Context: an optimization exercise on an open-source flow, tuned for small area, a short achievable clock period and few clock cycles per item. The choices shown serve that exercise and are no tape-out recipe. In this exercise RTL edits were held to simulation tests only and were not proved equivalent to the original.

## the previous run
## xtea_cores
module xtea_cores (
    input wire clk,
    input wire rst_i,
    input wire valid_i,
    input wire en_i,
    input wire [63:0] data_a_i,
    input wire [63:0] data_b_i,
    input wire [127:0] key,
    input wire decrypt_i,
    output wire [63:0] result_a_o,
    output wire [63:0] result_b_o,
    output reg valid_o,
    output reg busy_o
);
clock: 7.0 ns
lec_check: 0
abc_area: 1
cap_margin: 20
core_margin: 2
core_utilization: 60
place_density: 0.75
setup_slack_margin: 3.4
slew_margin: 20
standard.sh (not shown) runs the stock make flow with config.mk's settings and CLKGATE_MAP_FILE= SYNTH_SCRIPT=/design/flow/synth_recipe.tcl, a recipe that flattens the netlist after the stock synthesis.
==> flow/flow/run.sh <==
#!/bin/bash
# Standard ORFS layout, but the port buffers are the smallest buffer cell and
# CTS uses smaller buffers and no dummy loads.
set -euo pipefail
export BUFFER_PORTS_ARGS="-buffer_cell sky130_fd_sc_hd__buf_1"
export ADDER_MAP_FILE=
export CTS_ARGS="-sink_clustering_enable -repair_clock_nets -dont_use_dummy_load -buf_list {sky130_fd_sc_hd__clkbuf_4 sky130_fd_sc_hd__clkbuf_8}"
bash standard.sh > standard_make.log 2>&1
No stage failed in the previous run, and the final checks on the layout all came back clean.
Testbench counts of the previous run, summed over its fixed seeds: cycles 25,346, items 768.
## Diff of input files: the current run against the previous run
Settings: SETUP_SLACK_MARGIN: 3.4 -> 3.8.
### Flow results
The current run does worse than the previous run on cell area.
| routed length on met1 | the current run vs the previous run | about 1.6% higher |

========
xtea_cores, a different RTL version from the one above (not shown whole).
Size: ~4,600 cells after synthesis, about 330 flip-flops, roughly 390 I/O pins, roughly 27,000 µm² of cells after synthesis.
export LEC_CHECK = 0
export ABC_AREA = 1
export CAP_MARGIN = 20
export CORE_MARGIN = 2
export CORE_UTILIZATION = 60
export GPL_ROUTABILITY_DRIVEN = 0
export PLACE_DENSITY = 0.75
export SETUP_SLACK_MARGIN = 3.5
export SLEW_MARGIN = 20
create_clock -name core_clock -period 7.0 [get_ports {clk}]
Scripts as last shown in full above: flow/flow/run.sh
Testbench counts at the start, summed over its fixed seeds: cycles 25,346, items 768.
Then changed:
--- a/flow/config.mk
+++ b/flow/config.mk
@@ -9,7 +9,5 @@
 export CAP_MARGIN = 20
 export CORE_MARGIN = 2
-export CORE_UTILIZATION = 60
-export GPL_ROUTABILITY_DRIVEN = 0
-export PLACE_DENSITY = 0.75
-export SETUP_SLACK_MARGIN = 3.5
+export CORE_UTILIZATION = 40
+export SETUP_SLACK_MARGIN = 3.4
 export SLEW_MARGIN = 20
What happened: Count of clock-buffer cells in the layout grows by 4; setup slack is better by 0.028 ns; global-route usage falls by 9.0 points; maximum frequency grows by 0.81%; register-to-register slack is better by 0.03 ns.

========
== build 96 ==
Another version of the RTL of xtea_cores (not shown whole).
For scale: ~2,400 cells after synthesis, about 330 flip-flops, about 22,000 sq um of cells after synthesis.
==> flow/config.mk <==
export PLATFORM = sky130hd
export DESIGN_NAME = xtea_cores
export DESIGN_NICKNAME = xtea_cores
export VERILOG_FILES = /design/flow/design.v
export SDC_FILE = /design/flow/constraint.sdc
export NUM_CORES = 4
export LEC_CHECK = 0
export CAP_MARGIN = 20
export CORE_MARGIN = 2
export CORE_UTILIZATION = 40
export SETUP_SLACK_MARGIN = 1.5
export SLEW_MARGIN = 20
==> flow/constraint.sdc <==
create_clock -name core_clock -period 7.0 [get_ports {clk}]
set_input_delay 1.4000 -clock core_clock [delete_from_list [all_inputs] [get_ports {clk}]]
set_output_delay 1.4000 -clock core_clock [all_outputs]
set_load 0.01 [all_outputs]
==> flow/flow/run.sh <==
#!/bin/bash
# Standard ORFS layout, but the port buffers are the smallest buffer cell and
# CTS uses smaller buffers and no dummy loads.
set -euo pipefail
export BUFFER_PORTS_ARGS="-buffer_cell sky130_fd_sc_hd__buf_1"
export CTS_ARGS="-sink_clustering_enable -repair_clock_nets -dont_use_dummy_load -buf_list {sky130_fd_sc_hd__clkbuf_4 sky130_fd_sc_hd__clkbuf_8}"
bash standard.sh > standard_make.log 2>&1
Build 96: no failed stages, no open violations at the end
Testbench counts of build 96, summed over its fixed seeds: cycles 25,346, items 768.
Inputs modified between build 96 and build 23:
diff --git a/flow/config.mk b/flow/config.mk
--- a/flow/config.mk
+++ b/flow/config.mk
@@ -7,2 +7,3 @@
 export LEC_CHECK = 0
+export ABC_AREA = 1
 export CAP_MARGIN = 20
@@ -10,3 +11,3 @@
 export CORE_UTILIZATION = 40
-export SETUP_SLACK_MARGIN = 1.5
+export SETUP_SLACK_MARGIN = 2.2
 export SLEW_MARGIN = 20
==> comparison <==
Where final area is concerned, build 96 is better than build 23. Slack of the worst reg-to-reg path: higher on build 23. Per the comparison of build 23 with build 96, highest clock frequency the design can meet +about 23%, required time reported for the critical path endpoint -60 ps, antenna cell count ~0 delta, number of cells on the critical path +2.
Inputs modified between build 23 and build 58:
==> flow/run.sh (new file) <==
#!/bin/bash
# synth_recipe.tcl (not shown) runs the flow's synth.tcl, then flattens the netlist and writes it again
# the make line also repeats each setting of config.mk as NAME=value (left out here)
make -C /OpenROAD-flow-scripts/flow DESIGN_CONFIG=/design/flow/config.mk WORK_HOME=/design/flow/orfs CLKGATE_MAP_FILE= SYNTH_SCRIPT=/design/flow/synth_recipe.tcl finish
diff --git a/flow/config.mk b/flow/config.mk
--- a/flow/config.mk
+++ b/flow/config.mk
@@ -7,3 +7,2 @@
 export LEC_CHECK = 0
-export ABC_AREA = 1
 export CAP_MARGIN = 20
@@ -11,3 +10,3 @@
 export CORE_UTILIZATION = 40
-export SETUP_SLACK_MARGIN = 2.2
+export SETUP_SLACK_MARGIN = 3
 export SLEW_MARGIN = 20
removed: flow/flow/run.sh
removed: flow/standard.sh
Register-to-register slack, build 58 and build 23, higher one = build 23. | non-clock buffer count | lower: build 23 |. Summary — setup clock skew after layout, build 58 relative to build 23: lower, by 61 ps. Dominant combinational cell family by area after synthesis = compound AO/OA/AOI/OAI gates: build 58; dominant combinational cell family by area after synthesis = simple AND/OR/NAND/NOR gates: build 23. Final wirelength, build 58 and build 23: smaller value in build 58.
Here is what was changed in the inputs of build 30 compared with build 58.
==> flow/flow/run.sh (new file) <==
#!/bin/bash
# Standard ORFS layout, but the port buffers are the smallest buffer cell and
# CTS uses smaller buffers and no dummy loads.
set -euo pipefail
export BUFFER_PORTS_ARGS="-buffer_cell sky130_fd_sc_hd__buf_1"
export CTS_ARGS="-sink_clustering_enable -repair_clock_nets -dont_use_dummy_load -buf_list {sky130_fd_sc_hd__clkbuf_4 sky130_fd_sc_hd__clkbuf_8}"
bash standard.sh > standard_make.log 2>&1
==> flow/standard.sh (new file) <==
#!/bin/bash
# synth_recipe.tcl (not shown) runs the flow's synth.tcl, then flattens the netlist and writes it again
# the make line also repeats each setting of config.mk as NAME=value (left out here)
make -C /OpenROAD-flow-scripts/flow DESIGN_CONFIG=/design/flow/config.mk WORK_HOME=/design/flow/orfs CLKGATE_MAP_FILE= SYNTH_SCRIPT=/design/flow/synth_recipe.tcl "${@:-finish}"
diff --git a/flow/config.mk b/flow/config.mk
--- a/flow/config.mk
+++ b/flow/config.mk
@@ -7,2 +7,3 @@
 export LEC_CHECK = 0
+export ABC_AREA = 1
 export CAP_MARGIN = 20
@@ -10,3 +11,3 @@
 export CORE_UTILIZATION = 40
-export SETUP_SLACK_MARGIN = 3
+export SETUP_SLACK_MARGIN = 3.5
 export SLEW_MARGIN = 20
removed: flow/run.sh
### Flow results
- Global routing usage on met2 delta for build 30 relative to build 58: 4.8 points higher
- When the final numbers for build 58 and build 30 were put side by side, the final critical-path setup slack turned out to be greater in build 30.
- Sort build 58 and build 30 by detailed-route wire length per cell desc -> top: build 58

==> afterwards: timing with drivers on the ports <==
The flow's constraints put no driver on any port. The routed layouts listed below were extracted and timed again, unchanged, in two steps. Step 1 assumes that a clkbuf_16 drives the clock port and a buf_2 every other input. Step 2, shift: input delay + t, output delay - t, t = (earliest + latest rising clock arrival at the registers) / 2. This alone moves slack from input paths to output paths. Slacks: ideal / step 1 / step 2; pairs: ideal / step 1.
run	shift t [ns]	slack for setup (ns)	worst register clock-pin slew, ns	cell pins on the clock port's net
the previous run	0.682	3.583 / 3.583 / 3.583	0.06 / 0.06	1
the current run	0.692	3.762 / 3.762 / 3.762	0.06 / 0.06	1
the first run of note 2	0.710	3.527 / 3.527 / 3.527	0.07 / 0.07	1
the second run of note 2	0.745	3.555 / 3.555 / 3.555	0.06 / 0.06	1
build 96	0.684	1.733 / 1.733 / 1.733	0.06 / 0.06	1
build 23	0.688	2.728 / 2.728 / 2.728	0.07 / 0.07	1
build 58	0.623	2.320 / 2.320 / 2.320	0.07 / 0.07	1
build 30	0.700	3.257 / 3.257 / 3.257	0.06 / 0.06	1
After both steps setup and hold are still met in every run listed.
